Source: an optimization exercise on an open RTL-to-GDS flow (aim: small area, a short achievable clock period and few clock cycles). Production flows keep margins and buffers that such runs may drop. Where RTL was checked, it was by simulation tests only, not by an equivalence proof against the original.

Design mult1, start of the top module:
module mult1(clk, rst, start, ack, multiplicand, multiplier, product, done);
Size: ~170 flip-flops.
==> flow/config.mk <==
export PLATFORM = sky130hd
export DESIGN_NAME = mult1
export DESIGN_NICKNAME = mult1
export VERILOG_FILES = /design/flow/design.v
export SDC_FILE = /design/flow/constraint.sdc
export NUM_CORES = 4
export LEC_CHECK = 0
export CAP_MARGIN = 20
export CORE_MARGIN = 2
export CORE_UTILIZATION = 65
export SETUP_SLACK_MARGIN = 2.0
export SLEW_MARGIN = 20
export SYNTH_HIERARCHICAL = 1
export SYNTH_MINIMUM_KEEP_SIZE = 0
==> flow/constraint.sdc <==
create_clock -name core_clock -period 5.0 [get_ports {clk}]
set_input_delay 1.0000 -clock core_clock [delete_from_list [all_inputs] [get_ports {clk}]]
set_output_delay 1.0000 -clock core_clock [all_outputs]
set_load 0.01 [all_outputs]
standard.sh (not shown) runs the stock make flow with config.mk's settings and CLKGATE_MAP_FILE= SYNTH_SCRIPT=/design/flow/synth_recipe.tcl, a recipe that flattens the netlist after the stock synthesis.
==> flow/flow/run.sh <==
#!/bin/bash
# The standard layout (standard.sh: the ORFS synthesis and flow), with one change:
# the port buffers that ORFS's buffer_ports inserts are the small sky130_fd_sc_hd__buf_1
# instead of the delay-cell buffer it picks by default. Every port still gets a buffer.
set -euo pipefail
export BUFFER_PORTS_ARGS="-buffer_cell sky130_fd_sc_hd__buf_1"
bash standard.sh finish > standard.log 2>&1
==> next run, changes <==
--- a/flow/design.v
+++ b/flow/design.v
@@ -257,24 +257,23 @@
 reg        first_q;  
 reg [1:0]  cnt;
 reg [31:0] a_q;      
 reg [31:0] b_q;      
 reg [34:0] s_q;      
 reg [33:0] c_q;      
 reg [7:0]  sl_q;     
 reg [7:0]  cl_q;     
 reg        cy_q;     
 reg        ng_q;     
-reg        sm_q;     
 assign done    = done_q;
 assign product = {a_q, b_q};
-wire last = (cnt == 2'd3) | sm_q;
+wire last = (cnt == 2'd3);
 wire [9:0] nb = idle_q ? {multiplier[9:2], 2'b00} : {b_q[17:16] & {2{cnt != 2'd2}}, b_q[15:9], 1'b0};
 wire [3:0] one_d, two_d, neg_d;
 mult1_enc e1 (.b(nb[3:1]), .one(one_d[0]), .two(two_d[0]), .neg(neg_d[0]));
 mult1_enc e2 (.b(nb[5:3]), .one(one_d[1]), .two(two_d[1]), .neg(neg_d[1]));
 mult1_enc e3 (.b(nb[7:5]), .one(one_d[2]), .two(two_d[2]), .neg(neg_d[2]));
 mult1_enc e4 (.b(nb[9:7]), .one(one_d[3]), .two(two_d[3]), .neg(neg_d[3]));
 reg [3:0] one_q, two_q, neg_q;
 always @(posedge clk) begin
 	one_q <= one_d;
 	two_q <= two_d;
@@ -445,42 +444,36 @@
 wire a_nz = |multiplicand;
 wire b_nz = |multiplier;
 always @(posedge clk or posedge rst)
 	if (rst) begin
 		idle_q  <= 1'b1;
 		iter_q  <= 1'b0;
 		fin_q   <= 1'b0;
 		done_q  <= 1'b0;
 		first_q <= 1'b1;
 		cnt     <= 2'd0;
-		sm_q    <= 1'b0;
 	end else begin
 		idle_q  <= (idle_q & ~start) | (done_q & ack);
 		iter_q  <= (idle_q & start & a_nz & b_nz) | (iter_q & ~last);
-		if (idle_q)
-			sm_q <= ~|multiplier[31:8];
 		fin_q   <= iter_q & last;
 		done_q  <= fin_q | (idle_q & start & ~(a_nz & b_nz)) | (done_q & ~ack);
 		first_q <= idle_q;
 		cnt     <= iter_q ? cnt + 2'd1 : 2'd0;
 	end
 always @(posedge clk) begin
 	s_q  <= st[42:8];
 	c_q  <= ct[41:8];
 	sl_q <= st[7:0];
 	cl_q <= ct[7:0];
 	cy_q <= lo[8] & ~first_q;
 	ng_q <= neg4;
 end
 always @(posedge clk)
 	if (idle_q) begin
 		a_q <= multiplicand & {32{b_nz}};
 		b_q <= multiplier & {32{a_nz}};
-	end else if (fin_q & sm_q) begin
-		a_q <= {24'b0, sum[39:32]};
-		b_q <= sum[31:0];
 	end else if (iter_q | fin_q) begin
 		b_q <= {lo[7:0], b_q[31:8]};
 		if (fin_q)
 			a_q <= sum[39:8];
 	end
 endmodule
After rerunning: Synthesized cell count falls slightly; synthesized area falls by a few percent; design area falls by a few percent; worst setup slack improves by 0.11 ns; die area falls by a few percent; via count falls by a few percent; fmax rises by a few percent; flip-flop and latch count falls by 1.
Testbench counts after the change, summed over its fixed seeds: cycles 3,299.
Function not checked in the first run of this note: the RTL went through the layout flow alone.

separate check: timing with driven ports:
In the flow no input, the clock included, has a driving cell. The finished layouts below were timed again as built, in two steps. Step 1, drivers: a clkbuf_16 drives clk and a buf_2 each remaining input, both assumed. Step 2 moves the port delays by t, midway between the first and last clock arrival at a register: inputs arrive t later, outputs are due t later. That takes back most of the time a late clock gives input paths. Slacks: ideal / step 1 / step 2; pairs: ideal / step 1.
run	t (ns)	setup WS [ns]	worst setup path at the end	slew at the worst register clock pin (ns)
the first run	0.492	2.003 / 2.003 / 1.794	input to register	0.08 / 0.08
the second run	0.470	2.108 / 2.108 / 1.998	input to register	0.07 / 0.07
After both steps setup and hold are still met in every run listed. For the first run, which loses most, drivers alone change the setup slack by 0.000 ns; drivers and shift together by -0.209 ns.
